Background: an optimization exercise with open tools, aiming at small area, a short achievable clock period and few clock cycles. Do not read the settings as production practice.
The RTL was checked by simulation tests, not by an equivalence proof against the original design.

==> design.v <==
module mul (
    input clk,
    input [31:0] x,
    input [31:0] y,
    input mul_signed,
    input use_high,
    input en,
    output mul_ok,
    output [31:0] mul_result
);
    wire [63:0] result;
    assign mul_result = use_high ? result[63:32] : result[31:0];
    reg [31:0] rx, ry;
    reg rmul_signed;
    reg status;
    always @(posedge clk) begin
        if(~en) status <= 1'b0;
        else begin
            status <= ~status;
        end 
    end    
    assign mul_ok = status;
    always @(posedge clk) begin
        rx <= x;
        ry <= y;
        rmul_signed <= mul_signed;
    end
    WallaceTree32 mywt(
        .x(rx),
        .y(ry),
        .mul_signed(rmul_signed),
        .result(result)
    );  
endmodule
module boothEncoder (
    input [2:0] a,
    output neg,
    output zero,
    output two
);
    assign neg  = a[2];
    assign zero = (a == 3'b000) || (a == 3'b111);
    assign two  = (a == 3'b100) || (a == 3'b011);
endmodule
module rad4Booth(
    input [31:0] x,
    input [31:0] y,
    input mul_signed,
    output [17*64-1:0] partialProduct
);
    wire [63:0] pp_arr [16:0];
    genvar i;
    generate for (i = 0; i < 17; i = i+1) begin: partialProductConvert
        assign partialProduct[64*(i+1)-1: 64*i] = pp_arr[i];
    end endgenerate
    wire [34:0] ex_y = {mul_signed & y[31], mul_signed & y[31], y, 1'b0};
    wire [63:0] ex_x;
    assign ex_x = (mul_signed & x[31]) ? {32'hffffffff, x} : {32'd0, x};
    wire [63:0] pp_m2 = (-ex_x)<<1;
    wire [63:0] pp_m1 = -ex_x;
    wire [63:0] pp_1  = ex_x;
    wire [63:0] pp_2  = (ex_x << 1);
    wire [16:0] neg, two, zero;
    genvar j;
    generate for (j = 0; j < 17; j=j+1) begin
        boothEncoder be(
            .a(ex_y[j*2+2:j*2]),
            .neg(neg[j]),
            .two(two[j]),
            .zero(zero[j])
        );
        assign pp_arr[j] = 
        (zero[j] ? 
            64'd0 : 
            (neg[j] ? 
                (two[j] ? (pp_m2[63:0] << (j*2)) : (pp_m1[63:0] << (j*2))) : 
                (two[j] ? ( pp_2[63:0] << (j*2)) : ( pp_1[63:0] << (j*2))) 
            )
        ); 
    end endgenerate
endmodule
module csa_adder(
    input [63:0] a,
    input [63:0] b,
    input [63:0] c,
    output [63:0] sum,
    output [63:0] carry
);
    genvar i;
    generate
        for (i = 0; i<64; i = i+1) begin
            assign carry[i] = (a[i] & b[i]) || (b[i] & c[i]) || (a[i] & c[i]);
            assign sum[i] = a[i] ^ b[i] ^ c[i]; 
        end
    endgenerate
endmodule
module WallaceTree32(
    input [31:0] x,
    input [31:0] y,
    input mul_signed,
    output [63:0] result
);
    wire [63:0] pp [16:0];
    rad4Booth myboo(
        .x(x),
        .y(y),
        .mul_signed(mul_signed),
        .partialProduct({pp[16], pp[15], pp[14], pp[13], pp[12], pp[11], pp[10], pp[9], pp[8], 
    pp[7], pp[6], pp[5], pp[4], pp[3], pp[2], pp[1], pp[0]})
    );
    wire [63:0] l1 [9:0];
    assign l1[1][0] = 1'b0;
    assign l1[3][0] = 1'b0;
    assign l1[5][0] = 1'b0;
    assign l1[7][0] = 1'b0;
    assign l1[9][0] = 1'b0;
    csa_adder l1a1(
        .a(pp[0]), .b(pp[1]), .c(pp[2]),
        .sum(l1[0]),
        .carry(l1[1][63:1])
    );
    csa_adder l1a2(
        .a(pp[3]), .b(pp[4]), .c(pp[5]),
        .sum(l1[2]),
        .carry(l1[3][63:1])
    );
    csa_adder l1a3(
        .a(pp[6]), .b(pp[7]), .c(pp[8]),
        .sum(l1[4]),
        .carry(l1[5][63:1])
    );
    csa_adder l1a4(
        .a(pp[9]), .b(pp[10]), .c(pp[11]),
        .sum(l1[6]),
        .carry(l1[7][63:1])
    );
    csa_adder l1a5(
        .a(pp[12]), .b(pp[13]), .c(pp[14]),
        .sum(l1[8]),
        .carry(l1[9][63:1])
    );
    wire [63:0] l2 [7:0];
    assign l2[1][0] = 1'b0;
    assign l2[3][0] = 1'b0;
    assign l2[5][0] = 1'b0;
    assign l2[7][0] = 1'b0;
    csa_adder l2a1(
        .a(l1[0]), .b(l1[1]), .c(l1[2]),
        .sum(l2[0]),
        .carry(l2[1][63:1])
    );
    csa_adder l2a2(
        .a(l1[3]), .b(l1[4]), .c(l1[5]),
        .sum(l2[2]),
        .carry(l2[3][63:1])
    );
    csa_adder l2a3(
        .a(l1[6]), .b(l1[7]), .c(l1[8]),
        .sum(l2[4]),
        .carry(l2[5][63:1])
    );
    csa_adder l2a4(
        .a(l1[9]), .b(pp[15]), .c(pp[16]),
        .sum(l2[6]),
        .carry(l2[7][63:1])
    );
    wire [63:0] l3 [3:0];
    assign l3[1][0] = 1'b0;
    assign l3[3][0] = 1'b0;
    csa_adder l3a1(
        .a(l2[0]), .b(l2[1]), .c(l2[2]),
        .sum(l3[0]),
        .carry(l3[1][63:1])
    );
    csa_adder l3a2(
        .a(l2[3]), .b(l2[4]), .c(l2[5]),
        .sum(l3[2]),
        .carry(l3[3][63:1])
    );
    wire [63:0] l4 [3:0];
    assign l4[1][0] = 1'b0;
    assign l4[3][0] = 1'b0;
    csa_adder l4a1(
        .a(l3[0]), .b(l3[1]), .c(l3[2]),
        .sum(l4[0]),
        .carry(l4[1][63:1])
    );
    csa_adder l4a2(
        .a(l3[3]), .b(l2[6]), .c(l2[7]),
        .sum(l4[2]),
        .carry(l4[3][63:1])
    );
    wire [63:0]l5, l5c, l6, l6c;
    assign l5c[0] = 1'b0;
    assign l6c[0] = 1'b0;
    csa_adder l5a(
        .a(l4[0]), .b(l4[1]), .c(l4[2]),
        .sum(l5),
        .carry(l5c[63:1])
    );
    csa_adder l6a(
        .a(l4[3]), .b(l5), .c(l5c),
        .sum(l6),
        .carry(l6c[63:1])
    );
    assign result = l6 + l6c;
endmodule
==> run.sh <==
#!/bin/bash
# synth_recipe.tcl (not shown) runs the flow's synth.tcl, then flattens the netlist and writes it again
# the make line also repeats each setting of config.mk as NAME=value (left out here)
make -C /OpenROAD-flow-scripts/flow DESIGN_CONFIG=/design/flow/config.mk WORK_HOME=/design/flow/orfs CLKGATE_MAP_FILE= SYNTH_SCRIPT=/design/flow/synth_recipe.tcl finish
==> config.mk <==
export PLATFORM = sky130hd
export DESIGN_NAME = mul
export DESIGN_NICKNAME = mul
export VERILOG_FILES = /design/flow/design.v
export SDC_FILE = /design/flow/constraint.sdc
export NUM_CORES = 4
export LEC_CHECK = 0
export CAP_MARGIN = 20
export CORE_MARGIN = 2
export CORE_UTILIZATION = 40
export SLEW_MARGIN = 20
==> constraint.sdc <==
create_clock -name core_clock -period 20.0 [get_ports {clk}]
set_input_delay 4.0000 -clock core_clock [delete_from_list [all_inputs] [get_ports {clk}]]
set_output_delay 4.0000 -clock core_clock [all_outputs]
set_load 0.01 [all_outputs]
==> flow_summary.ini <==
[critical_path]
arrival_ns = 13.35
worst_setup_path_start_kind = flip-flop
r2r_setup_slack_ns = 19.52
cpLargestDelayFamily = adder cells
path_common_cell = fa_1
worstSetupEndpointType = output port
critPathMaxStageDelay_ns = 0.86
critPathRequiredTime_ns = 16.00
r2r_start = status
slowest_stage = inv_1
critPathLaunch = rx[0]
reg2regPathDepth = 1
critical_path_class = reg -> out
worst-path-buf-inv = 4
worstSetupPathDepth = 31
reg2reg_to = status
crit_end = mul_result[28]
crit_fanout = 24

[timing]
finalWorstSetupSlack_ns = 2.65
finalHoldViolations = 0
setup_viol = 0
timing.slew.headroom = 0.127
period_share = 0.867
max_freq_mhz = 57.7
finClkSkew_ns = 0
tns_ns = 0
tightestPinTransition_ns = 1.31
drv_slew = 0
rsz0062_at_grt = no
min_period_ns = 17.35

[final_layout]
areaGrowthSynthToFinish_pct = 4.35
drive_above_1_share = 0.0654
fin_util = 0.421
fillerInstances = 12728
fin_nets = 7315
design_area_sq_mm = 0.0522

[clock_tree]
htreeDepth = 3
cts_hold_buffers = 0
clock_latency_ns = 0.42
root_buffer = clkbuf_16
cts.sinks = 66
cts_tree = done
numCtsBuffers = 9
cts_resized = 0
path_clk_slew_ns = 0.10
cts_buffer_depth = 2
post_cts_buffers = 0

[synth]
netlist_top_cells_area = fa_1, a21oi_1, o21ai_0
syn_nets = 7845
yosysTopAreaCellShare = 0.267
yosysTopAreaCell = fa_1
synth_seq_cells = 66
async_reset_ff_frac = 0
ys_seq_area_frac = 0.0264
synth.avg_cell_area_sq_um = 7.17
synth_area_sq_mm = 0.0500
synth-edff-count = 0
synth_cell_types = 81
ys.flop_type = dfxtp_1
ys_warn_count = 3
synth_cells = 6978

[die]
rows = 129
coreArea_sq_mm = 0.124
dieHeight_um = 358
die_w_um = 358
fp.dieArea_sq_mm = 0.128
io_pins = 101
start_util = 0.404

[drt]
drt-wirelength-per-cell_um = 30.3
vias = 53702
detail-route-antenna-nets = 0
vias_per_cell = 6.64
drcViolationCount = 0
drtIter0Drc = 9262
first_pass_iters = 9
drt-total-wl_mm = 245

[grt]
grt_pass1_wl_mm = 350
grtUsageTotal = 0.375
antenna_found_initial = 6
grt_max_degree = 129
grt_pass1_vias = 48287
grt-ovfl-total = 0

[placed_design]
io_buffers = 100
place_worst_setup_slack_ns = 3.37
dp_hpwl_mm = 183
placed_area_sq_mm = 0.0519
place_congestion = 1.05

[flow_run]
drv_cap = 0

[worst_hold_path]
hold_class = reg -> reg

[status]
outcome = complete, no violations
-- metal layers --
layer	share of wire	wire length, um	up-vias	GRT usage
li1	-	-	23154	-
met1	0.39	94900	25932	0.509
met2	0.41	99500	3971	0.534
met3	0.15	36000	635	0.124
met4	0.059	14500	10	0.177
met5	0.00024	58	-	0
-- through the flow --
step,hold WS [ns],std cells
2_1_floorplan,0.450,6978
3_3_place_gp,0.405,8072
3_5_place_dp,0.419,8074
4_1_cts,0.431,8090
5_1_grt,0.453,8090
6_report,0.426,8093
-- placed cells by master, fill, tap and decap left out, types with 50 or more instances in the layout --
cell type / synthesis / routed
a21oi_1: 743 / 743
a211o_1: 125 / 125
o211ai_1: 111 / 111
mux2i_1: 215 / 215
o21ai_1: 74 / 74
fa_1: 667 / 667
a211oi_1: 145 / 145
nand2_1: 753 / 752
buf_4: 0 / 199
a221oi_1: 67 / 67
clkdlybuf4s50_1: 0 / 99
o22ai_1: 87 / 87
inv_1: 671 / 670
ha_1: 132 / 132
nand2b_1: 83 / 83
a31oi_1: 90 / 90
a221o_1: 50 / 50
o221ai_1: 50 / 50
mux4_2: 63 / 63
o21ai_0: 659 / 658
xnor2_1: 136 / 113
nor2_1: 498 / 497
-- final cells by class --
cell class	instances	area, sq um	area share
clock inverters	4	35.0	0.000671
diodes	3	7.51	0.000144
flip-flops and latches	66	1460	0.0279
multi-input cells	5386	43300	0.829
repair buffers	301	2530	0.0484
clock buffers	12	300	0.00575
well taps	1637	2050	0.0392
inverters	684	2570	0.0492
-- synth_stat cells, drive strengths merged, types with 63 or more instances --
| cell type | count |
|---|---|
| fa | 667 |
| clkbuf | 696 |
| a211o | 125 |
| mux4 | 63 |
| o211ai | 111 |
| a211oi | 145 |
| xnor2 | 136 |
| a221oi | 70 |
| a21oi | 743 |
| ha | 132 |
| inv | 673 |
| nor2 | 498 |
| mux2i | 218 |
| o21ai | 733 |
| nand2b | 83 |
| o22ai | 87 |
| nand2 | 753 |
| a31oi | 90 |
| buf | 146 |
| dfxtp | 66 |
-- how the worst min path moves through the flow --
| stage | endpoint | slack (ns) | startpoint | cells past startpoint |
|---|---|---|---|---|
| detailed placement | status | 0.42 | status | 1 |
| global route | status | 0.45 | status | 1 |
| CTS | status | 0.43 | status | 1 |
| floorplan | status | 0.45 | status | 1 |
| finish | status | 0.43 | status | 1 |
| global placement | status | 0.41 | status | 1 |
-- sequential cells by signal, indices dropped and copies added, names as in the netlist --
| signal | flops |
|---|---|
| rmul_signed | 1 |
| ry | 32 |
| status | 1 |
| rx | 32 |
-- cell families after synthesis --
kind of cell / after synthesis / synth area share
fa+ha+maj: 818 / 0.304
buf+inv: 1526 / 0.115
simple gates: 1551 / 0.131
mux: 289 / 0.0740
compound gates: 2569 / 0.322
xor+xnor: 159 / 0.0281
flops: 66 / 0.0264
Testbench counts, summed over its fixed seeds: cycles 6,400.

==> afterwards: timing with drivers on the ports <==
The flow's constraints put no driver on any port. The routed layout listed below was extracted and timed again, unchanged, in two steps. Step 1 assumes that a clkbuf_16 drives the clock port and a buf_2 every other input. Step 2, shift: input delay + t, output delay - t, t = (earliest + latest rising clock arrival at the registers) / 2. This alone moves slack from input paths to output paths. a / b / c = ideal / step 1 / step 2; a / b = the first two.
t, ns: 0.510
setup WS [ns]: 2.655 / 2.581 / 3.091
worst hold slack (ns): 0.426 / 0.426 / 0.426
latest minus earliest clock arrival (ns): 0.039 / 0.039
worst slew at a driven data input, ns: 0.10
After both steps this run still meets setup and hold. The setup slack of this run moves by -0.074 ns with the drivers and by +0.436 ns with both steps.
